From an optimization exercise on the open Yosys and OpenROAD flow, aimed at small area; shortcuts taken in it are not production practice. The RTL was checked by simulation tests, not by an equivalence proof against the original design. The flow treats the clock pin as an ideal source. Dropping or thinning the clock tree relies on that and would not hold on a real chip. Power is estimated from default activity; no workload was simulated.

Setup of amber:
## ethernet_parser
module ethernet_parser (
    input wire clk,
    input wire rst_n,
    input  wire [63:0] s_axis_tdata,
    input  wire [7:0]  s_axis_tkeep,
    input  wire        s_axis_tvalid,
    output wire        s_axis_tready,
    input  wire        s_axis_tlast,
    output reg  [63:0] m_axis_tdata,
    output reg  [7:0]  m_axis_tkeep,
    output reg         m_axis_tvalid,
    input  wire        m_axis_tready,
    output reg         m_axis_tlast,
    output wire        parsed_valid_pulse,
    output wire [47:0] dst_mac,
    output wire [47:0] src_mac,
    output wire [15:0] ethertype,
    output wire [31:0] src_ip,
    output wire [31:0] dst_ip,
    output wire [15:0] src_port,
    output wire [15:0] dst_port
);
For scale: roughly 300 cells after synthesis, about 360 I/O pins, roughly 7300 sq um of cells after synthesis.
==> flow/config.mk <==
export PLATFORM = sky130hd
export DESIGN_NAME = ethernet_parser
export DESIGN_NICKNAME = ethernet_parser
export VERILOG_FILES = /design/flow/design.v
export SDC_FILE = /design/flow/constraint.sdc
export NUM_CORES = 4
export LEC_CHECK = 0
export CAP_MARGIN = 0
export CORE_MARGIN = 2
export CORE_UTILIZATION = 75
export SLEW_MARGIN = 0
==> flow/constraint.sdc <==
create_clock -name core_clock -period 5.0 [get_ports {clk}]
set_input_delay 1.0000 -clock core_clock [delete_from_list [all_inputs] [get_ports {clk}]]
set_output_delay 1.0000 -clock core_clock [all_outputs]
set_load 0.01 [all_outputs]
standard.sh (not shown) runs the stock make flow with config.mk's settings and CLKGATE_MAP_FILE= SYNTH_SCRIPT=/design/flow/synth_recipe.tcl, a recipe that flattens the netlist after the stock synthesis.
==> flow/flow/run.sh <==
#!/bin/bash
# The standard layout with three changes: port buffers use the smallest
# buffer cell, clock tree synthesis uses sink clusters of 20 without dummy
# loads, and the clock tree's root buffer is removed so the clock port drives
# the two first-level tree buffers directly.
set -e
export BUFFER_PORTS_ARGS="-buffer_cell sky130_fd_sc_hd__buf_1"
export CTS_ARGS="-sink_clustering_enable -repair_clock_nets -sink_clustering_size 20 -sink_clustering_max_diameter 60 -buf_list {sky130_fd_sc_hd__clkbuf_4 sky130_fd_sc_hd__clkbuf_8} -dont_use_dummy_load"
bash standard.sh cts > standard_cts.log 2>&1
RDIR=$PWD/orfs/results/sky130hd/ethernet_parser/base openroad -no_init -exit flow/rm_root.tcl > rm_root.log 2>&1
bash standard.sh > standard_flow.log 2>&1
==> flow/flow/rm_root.tcl <==
# Remove the clock tree's root buffer: the clock port then drives the
# root's loads (the two first-level tree buffers) directly.
set R $::env(RDIR)
read_db $R/4_1_cts.odb
set block [ord::get_db_block]
set port_net [$block findNet clk]
set root ""
foreach it [$port_net getITerms] {
  set inst [$it getInst]
  if {[string match "*clkbuf*" [[$inst getMaster] getName]]} { lappend root $inst }
}
if {[llength $root] != 1} { puts "root buffers: [llength $root], leaving the tree as it is"; exit 0 }
set inst [lindex $root 0]
set out_net ""
foreach it [$inst getITerms] {
  if {[$it isOutputSignal]} { set out_net [$it getNet] }
}
set loads {}
foreach it [$out_net getITerms] {
  if {[$it getInst] != $inst} { lappend loads $it }
}
if {[llength $loads] > 4} { puts "root drives [llength $loads] pins, leaving the tree as it is"; exit 0 }
puts "removing [$inst getName] ([[$inst getMaster] getName]), moving [llength $loads] loads to clk"
foreach it $loads { $it disconnect; $it connect $port_net }
odb::dbInst_destroy $inst
odb::dbNet_destroy $out_net
write_db $R/4_1_cts.odb
write_db $R/4_cts.odb
amber did not stop at any stage, and its layout met the timing, DRC and antenna checks.
### amber -> umber
==> flow/flow/run.sh <==
#!/bin/bash
# The standard layout with two changes: port buffers use the smallest
# buffer cell, and clock tree synthesis uses larger sink clusters of small
# clock buffers without dummy loads.
export BUFFER_PORTS_ARGS="-buffer_cell sky130_fd_sc_hd__buf_1"
export CTS_ARGS="-sink_clustering_enable -repair_clock_nets -sink_clustering_size 20 -sink_clustering_max_diameter 60 -buf_list {sky130_fd_sc_hd__clkbuf_4 sky130_fd_sc_hd__clkbuf_8} -dont_use_dummy_load"
bash standard.sh > standard_flow.log 2>&1
removed: flow/flow/rm_root.tcl
==> summary.txt <==
Comparing amber with umber, the power drawn by the sequential cells came out essentially unchanged. Wire length of the first global-routing pass essentially unchanged between umber and amber. As far as flip-flop and latch share of the layout cell area is concerned, amber and umber perform about the same.

[what the ideal ports hide]
How much do the figures lean on ideal ports? The routed layouts below were timed once more, with nothing changed but the port constraints. Step 1: set_driving_cell puts a clkbuf_16 on clk and a buf_2 on each other input, an assumption about the parent block. Step 2, shift: input delay + t, output delay - t, t = (earliest + latest rising clock arrival at the registers) / 2. This alone moves slack from input paths to output paths. a / b / c = ideal / step 1 / step 2; a / b = the first two.
| run | t (ns) | setup WS [ns] | worst hold slack (ns) | worst register clock-pin slew, ns |
|---|---|---|---|---|
| amber | 0.409 | 2.328 / 2.328 / 2.328 | 0.380 / 0.380 / 0.380 | 0.12 / 0.12 |
| umber | 0.521 | 2.325 / 2.325 / 2.325 | 0.313 / 0.312 / 0.381 | 0.12 / 0.12 |
After both steps setup and hold are still met in every run listed.
